Source: an optimization exercise on an open RTL-to-GDS flow (aim: small area, a short achievable clock period and few clock cycles per item). Production flows keep margins and buffers that such runs may drop.
In this exercise RTL edits were held to simulation tests only and were not proved equivalent to the original.
No activity file was given, so power comes from the tool's default toggle rates.

## v42
==> flow/design.v <==
module Processor(clk , rst , imem_addr , imem_data , IR , Loaded , Stored , Out , valid) ;
	input clk ;
	input rst ;
	input [15:0] imem_data ;
	output [15:0] imem_addr ;
	output reg valid ;
	output reg [15:0] Out , Stored , Loaded ;
	output reg [15:0] IR ;
	localparam [255:0] RINIT = {
		16'h1984, 16'h3994, 16'h0CDE, 16'h1CBA, 16'h0102, 16'h1A32, 16'h0414, 16'h22DA,
		16'h1C86, 16'h22E0, 16'h0001, 16'h1C3A, 16'h00AA, 16'h0030, 16'h0020, 16'h0010 } ;
	localparam [255:0] MINIT = {
		16'h1984, 16'h0000, 16'h0CDE, 16'h0000, 16'h0102, 16'h1A32, 16'h0000, 16'h22DA,
		16'h0000, 16'h0000, 16'h0000, 16'h1C3A, 16'h00AA, 16'h0000, 16'h0020, 16'h0001 } ;
	reg [15:0] pc ;
	assign imem_addr = pc ;
	reg [255:0] rf ;    
	reg [255:0] dm ;    
	reg rst_q ;
	reg [15:0] IRd ;
	reg [3:0] d_rb ;      
	reg d_sub ;
	reg [15:0] ra_oh , rb_oh ;    
	reg vd ;
	always @(posedge clk) begin
		IRd <= imem_data ;
		d_rb <= (imem_data[15:12] == 4'd6) ? imem_data[11:8] : imem_data[3:0] ;
		d_sub <= (imem_data[15:12] == 4'd1) ;
		ra_oh <= 16'd1 << imem_data[7:4] ;
		rb_oh <= 16'd1 << ((imem_data[15:12] == 4'd6) ? imem_data[11:8] : imem_data[3:0]) ;
		rst_q <= rst ;
		if (rst) begin
			pc <= 16'd0 ;
			vd <= 1'b0 ;
		end else begin
			pc <= pc + 16'd1 ;
			vd <= 1'b1 ;
		end
	end
	wire [3:0] d_op  = IRd[15:12] ;
	wire [3:0] d_rs1 = IRd[7:4] ;
	wire d_and   = (d_op == 4'd2) ;
	wire d_or    = (d_op == 4'd3) ;
	wire d_xor   = (d_op == 4'd4) ;
	wire d_load  = (d_op == 4'd5) ;
	wire d_store = (d_op == 4'd6) ;
	wire d_sum   = !(d_and || d_or || d_xor || d_load || d_store) ;
	reg [15:0] A , Bx ;   
	reg [15:0] IRe ;
	reg ve ;
	reg c_sub , c_and , c_or , c_xor , c_ld , c_st , c_sum ;
	reg ww ;              
	reg [3:0] wrd ;
	wire [15:0] res ;     
	reg [15:0] Am ;       
	reg [15:0] wen ;      
	wire e_wr = ve && !c_st ;    
	wire fwa = e_wr && (IRe[11:8] == d_rs1) ;
	wire fwb = e_wr && (IRe[11:8] == d_rb) ;
	reg [15:0] rda , rdb ;
	integer k ;
	always @* begin
		rda = 16'd0 ;
		rdb = 16'd0 ;
		for (k = 0 ; k < 16 ; k = k + 1) begin
			rda = rda | ({16{ra_oh[k]}} & rf[16*k +: 16]) ;
			rdb = rdb | ({16{rb_oh[k]}} & rf[16*k +: 16]) ;
		end
	end
	wire [15:0] rfa = (ww && wrd == d_rs1) ? Out : rda ;
	wire [15:0] rfb = (ww && wrd == d_rb) ? Out : rdb ;
	wire [15:0] opb = fwb ? res : rfb ;
	always @(posedge clk) begin
		A <= fwa ? res : rfa ;
		Am <= 16'd1 << (fwa ? res[3:0] : rfa[3:0]) ;
		wen <= {16{rst}} | ({16{e_wr}} & (16'd1 << IRe[11:8])) ;
		Bx <= d_sub ? ~opb : opb ;
		IRe <= IRd ;
		c_sub <= d_sub ;
		c_and <= d_and ;
		c_or <= d_or ;
		c_xor <= d_xor ;
		c_sum <= d_sum ;
		c_ld <= d_load && vd && !rst ;
		c_st <= d_store && vd && !rst ;
		ve <= vd && !rst ;
	end
	wire [16:0] sum = {A, 1'b1} + {Bx, c_sub} ;    
	reg [15:0] mrd ;
	integer m ;
	always @* begin
		mrd = 16'd0 ;
		for (m = 0 ; m < 16 ; m = m + 1) mrd = mrd | ({16{Am[m]}} & dm[16*m +: 16]) ;
	end
	assign res = ({16{c_sum}} & sum[16:1]) | ({16{c_and}} & (A & Bx)) | ({16{c_or}} & (A | Bx)) |
	             ({16{c_xor}} & (A ^ Bx)) | ({16{c_ld}} & mrd) | ({16{c_st}} & Bx) ;
	wire [15:0] rf_wd_0 = Out & {16{~rst_q}} ;    
	wire [15:0] rf_wd_1 = Out | {16{rst_q}} ;     
	wire [15:0] dm_wd_0 = Bx & {16{~rst_q}} ;
	wire [15:0] dm_wd_1 = Bx | {16{rst_q}} ;
	genvar gi , gj ;
	generate
		for (gi = 0 ; gi < 16 ; gi = gi + 1) begin : row
			wire rf_en = wen[gi] ;
			wire dm_en = rst_q | (c_st && Am[gi]) ;
			for (gj = 0 ; gj < 16 ; gj = gj + 1) begin : col
				always @(posedge clk) begin
					if (rf_en) rf[16*gi + gj] <= RINIT[16*gi + gj] ? rf_wd_1[gj] : rf_wd_0[gj] ;
					if (dm_en) dm[16*gi + gj] <= MINIT[16*gi + gj] ? dm_wd_1[gj] : dm_wd_0[gj] ;
				end
			end
		end
	endgenerate
	always @(posedge clk) begin
		if (rst) begin
			valid <= 1'b0 ;
			ww <= 1'b0 ;
		end else begin
			valid <= ve ;
			ww <= e_wr ;
		end
		if (rst_q) begin
			Loaded <= 16'd0 ;
			Stored <= 16'd0 ;
		end else begin
			if (c_ld) Loaded <= mrd ;
			if (c_st) Stored <= Bx ;
		end
		wrd <= IRe[11:8] ;
		IR <= IRe ;
		Out <= res ;
	end
endmodule
clock: 6.0 ns
lec_check: 0
cap_margin: 20
core_margin: 2
core_utilization: 65
cts_cluster_diameter: 70
cts_cluster_size: 20
setup_slack_margin: 3.6
slew_margin: 20
run.sh (not shown) runs the stock make flow with config.mk's settings and CLKGATE_MAP_FILE= SYNTH_SCRIPT=/design/flow/synth_recipe.tcl, a recipe that flattens the netlist after the stock synthesis.
v42 | stages: all done | timing, DRC, antenna: all pass
Testbench counts of v42, summed over its fixed seeds: cycles 3,216, instrs 3,200.
The inputs of v48 differ from those of v42 as listed below.
Settings: SETUP_SLACK_MARGIN now 3.7, was 3.6; CORE_UTILIZATION now 72, was 65.
--- outcome ---
v48 finished every stage; the final checks, however, were not passed, the failures being capacitance limit, slew limit.
v48 reports a higher wire length per cell than v42 does.
Summary — detailed-route vias per instance, v48 relative to v42: higher, by about 5.4%.
Comparing v48 and v42, layout net count is lower on v42.
Across both runs, length in cells of the worst reg-to-reg path was lower for v48 than for v42.
v48 vs v42 on portion of total power attributed to the clock network: v48 is the lower one.
Cmp v48 and v42 / initial antenna violation count / lower: v42
Relative to v48, the following input files were edited for v49:
Settings: changing CORE_UTILIZATION from 72 to 65; changing CTS_CLUSTER_DIAMETER from 70 to 60; changing CTS_CLUSTER_SIZE from 20 to 16.
[summary]
No stage failed in v49, and the final checks on the layout all came back clean.
v48 → v49: via count saw a decrease, final number of setup-violating endpoints ~0 delta, routed length on met2 roughly the same, final non-filler cell area moved up, combinational fraction of design power went down by 0.3 points.
Comparing v48 and v49, slack of the critical path is higher on v49.
v49 vs v48 on final period utilization: v49 is the lower one.
Between v48 and v49, the core utilization is lower for v49.
On total power after layout: between v48 and v49, it ends up higher for v49.
Placement-stage cell area, v49 vs v48: up slightly
Relative to v49, the following input files were edited for v1:
Settings: CTS_CLUSTER_DIAMETER: 60 -> 80; CORE_UTILIZATION: 65 -> 62; CTS_CLUSTER_SIZE: 16 -> 25; GPL_ROUTABILITY_DRIVEN: unset -> 0.
[summary]
v1 ended with every stage complete and zero timing, DRC or antenna violations. Delta (v1 minus v49): total wire length after detailed routing grew by 1.3%; number of fillers in the final layout grew by 364; fmax shrank by 0.013 GHz.

==> separate check: timing with driven ports <==
In the flow no input, the clock included, has a driving cell. The finished layouts below were timed again as built, in two steps. Step 1: set_driving_cell puts a clkbuf_16 on clk and a buf_2 on each other input, an assumption about the parent block. Step 2 adds t to the input delays and takes it off the output delays; t is the mean of the earliest and latest rising clock arrival at the registers after step 1. Input paths then give back, and output paths get back, about the clock's delay inside the block. a / b / c = ideal ports / drivers / drivers and shift; a / b = the first two.
run | t, ns | setup WS [ns] | worst setup path after step 2 | latest minus earliest clock arrival (ns) | worst data-port slew with drivers (ns)
v42 | 0.652 | 3.584 / 3.560 / 3.059 | input to register | 0.032 / 0.032 | 0.05
v48 | 0.671 | 3.593 / 3.593 / 3.084 | input to register | 0.045 / 0.045 | 0.04
v49 | 0.682 | 3.619 / 3.560 / 3.130 | input to register | 0.030 / 0.030 | 0.04
v1 | 0.641 | 3.541 / 3.541 / 3.099 | input to register | 0.014 / 0.013 | 0.04
The setup slack of v42, which loses most, moves by -0.024 ns with the drivers and by -0.525 ns with both steps.
